Context: an optimization exercise on an open-source flow, tuned for small area and a short achievable clock period. The choices shown serve that exercise and are no tape-out recipe. Function was checked by simulation only, so behaviour that the tests miss may differ from the original.

## Top
module Top(
	input clk,
	input reset,
	input signed [31:0] n,
	output reg signed [31:0] c
);
	reg [6:0] x;
	wire s = n[31];
	wire [4:0] rem [4:29];
	wire [24:0] q;
	assign rem[4] = {1'b0, n[30:27]} + {1'b0, s, 2'b00, s};    
	genvar i;
	generate
		for (i = 4; i < 29; i = i + 1) begin : div
			wire [4:0] r = rem[i];
			wire b = n[30-i];
			wire o = r[1] | r[0] | b;
			wire ge = r[4] | (r[3] & r[2] & o);    
			assign q[28-i] = ge;
			assign rem[i+1] = {r[3] ^ (ge & r[2] & o), r[2] ^ (ge & o),
			                   r[1] ^ (ge & ~r[0] & ~b), r[0] ^ (ge & ~b), b ^ ge};
		end
	endgenerate
	wire [6:0] rr = {rem[29], n[1:0]};    
	wire [7:0] sm = {1'b0, x} + {1'b0, rr};
	wire ge100 = (sm >= 8'd100);
	wire le100 = (sm <= 8'd100);
	wire [6:0] xn = ge100 ? sm[6:0] - 7'd100 : sm[6:0];
	wire xz = (x == 7'd0);
	wire rz = (rr == 7'd0);
	wire k0 = s ? (~xz & le100) : (ge100 | (xz & rz));
	wire k1 = s & xz & rz;
	wire [24:0] b = q[24:0] ^ {25{s}};
	wire [25:0] ic;
	wire [24:0] bk;
	assign ic[0] = 1'b0;
	assign ic[1] = k1;
	assign bk[0] = b[0];
	wire [32:0] cy;
	wire [31:0] sum;
  ...
Size in the first run: ~730 cells after synthesis, ~39 flip-flops, roughly 66 I/O pins.
==> flow/config.mk <==
export PLATFORM = sky130hd
export DESIGN_NAME = Top
export DESIGN_NICKNAME = Top
export VERILOG_FILES = /design/flow/design.v
export SDC_FILE = /design/flow/constraint.sdc
export NUM_CORES = 4
export LEC_CHECK = 0
export ABC_AREA = 1
export CAP_MARGIN = 20
export CORE_MARGIN = 2
export CORE_UTILIZATION = 40
export CTS_BUF_LIST = sky130_fd_sc_hd__clkbuf_4 sky130_fd_sc_hd__clkbuf_8
export SLEW_MARGIN = 20
==> flow/constraint.sdc <==
create_clock -name core_clock -period 76.0 [get_ports {clk}]
set_input_delay 15.2000 -clock core_clock [delete_from_list [all_inputs] [get_ports {clk}]]
set_output_delay 15.2000 -clock core_clock [all_outputs]
set_load 0.01 [all_outputs]
standard.sh (not shown) runs the stock make flow with config.mk's settings and CLKGATE_MAP_FILE= SYNTH_SCRIPT=/design/flow/synth_recipe.tcl, a recipe that flattens the netlist after the stock synthesis.
==> flow/flow/run.sh <==
#!/bin/bash
# Standard ORFS layout, except that synthesis maps the logic with an
# area-oriented ABC script and without Yosys's full-adder extraction, and
# the port buffers are the smallest buffer cell.
set -euo pipefail
W=$(pwd)
rm -rf "$W/scripts_area"
cp -r "$FLOW_HOME/scripts" "$W/scripts_area"
cp "$W/flow/abc_area.script" "$W/scripts_area/abc_area.script"
SCRIPTS_DIR="$W/scripts_area" ADDER_MAP_FILE= bash standard.sh synth > "$W/synth.log" 2>&1
export BUFFER_PORTS_ARGS="-buffer_cell sky130_fd_sc_hd__buf_1"
bash standard.sh > "$W/layout.log" 2>&1
==> flow/flow/abc_area.script <==
strash
dc2
dch -f
amap -x
topo
stime -c
Rerun with:
--- a/flow/flow/run.sh
+++ b/flow/flow/run.sh
@@ -10,3 +10,3 @@
 SCRIPTS_DIR="$W/scripts_area" ADDER_MAP_FILE= bash standard.sh synth > "$W/synth.log" 2>&1
 export BUFFER_PORTS_ARGS="-buffer_cell sky130_fd_sc_hd__buf_1"
-bash standard.sh > "$W/layout.log" 2>&1
+SETUP_SLACK_MARGIN=29 SETUP_MOVE_SEQUENCE=sizeup bash standard.sh > "$W/layout.log" 2>&1
--- a/flow/config.mk
+++ b/flow/config.mk
@@ -10,4 +10,4 @@
 export CORE_MARGIN = 2
 export CORE_UTILIZATION = 40
-export CTS_BUF_LIST = sky130_fd_sc_hd__clkbuf_4 sky130_fd_sc_hd__clkbuf_8
+export CTS_BUF_LIST = sky130_fd_sc_hd__clkbuf_8
 export SLEW_MARGIN = 20
Critical path depth rises by 10.
Non-clock buffer count stays the same.
First-iteration DRC count falls by about 20%.
Worst setup slack gets better by 5.4 ns.
Count of clock-buffer cells in the layout does not change.
Wire length went up by 19%.
Cell area rose by about 22%.
Maximum frequency rose by 12%.
Sequential share of layout area went down by 3.1 points.
Rerun with:
--- a/flow/flow/run.sh
+++ b/flow/flow/run.sh
@@ -10,3 +10,3 @@
 SCRIPTS_DIR="$W/scripts_area" ADDER_MAP_FILE= bash standard.sh synth > "$W/synth.log" 2>&1
 export BUFFER_PORTS_ARGS="-buffer_cell sky130_fd_sc_hd__buf_1"
-SETUP_SLACK_MARGIN=29 SETUP_MOVE_SEQUENCE=sizeup bash standard.sh > "$W/layout.log" 2>&1
+bash standard.sh > "$W/layout.log" 2>&1
Effect: The changed run produced a clean layout; setup slack degrades by 5.4 ns; wire length goes down by about a fifth; die area does not change; via count decreases by a few percent; synthesized area stays the same; cell area falls by about a fifth; final cell count is unchanged; first-iteration DRC count grows by a quarter to a third; fmax went down by roughly a tenth.

-- port drivers added, routing unchanged --
The flow's constraints put no driver on any port. The routed layouts listed below were extracted and timed again, unchanged, in two steps.
Step 1 (the two cells are an assumption about what drives the block):
set clk [get_ports {clk}]
set_driving_cell -lib_cell sky130_fd_sc_hd__clkbuf_16 $clk
set_driving_cell -lib_cell sky130_fd_sc_hd__buf_2 [delete_from_list [all_inputs] $clk]
Step 2 adds t to the input delays and takes it off the output delays; t is the mean of the earliest and latest rising clock arrival at the registers after step 1. Input paths then give back, and output paths get back, about the clock's delay inside the block.
Slacks: ideal / step 1 / step 2; pairs: ideal / step 1.
run | t (ns) | setup WS [ns] | worst setup path at the end
the first run | 0.308 | 26.148 / 26.155 / 25.847 | input to register
the second run | 0.309 | 31.564 / 31.569 / 31.260 | input to register
the third run | 0.308 | 26.148 / 26.155 / 25.847 | input to register
After both steps setup and hold are still met in every run listed. The setup slack of the second run, which loses most, moves by +0.005 ns with the drivers and by -0.304 ns with both steps.
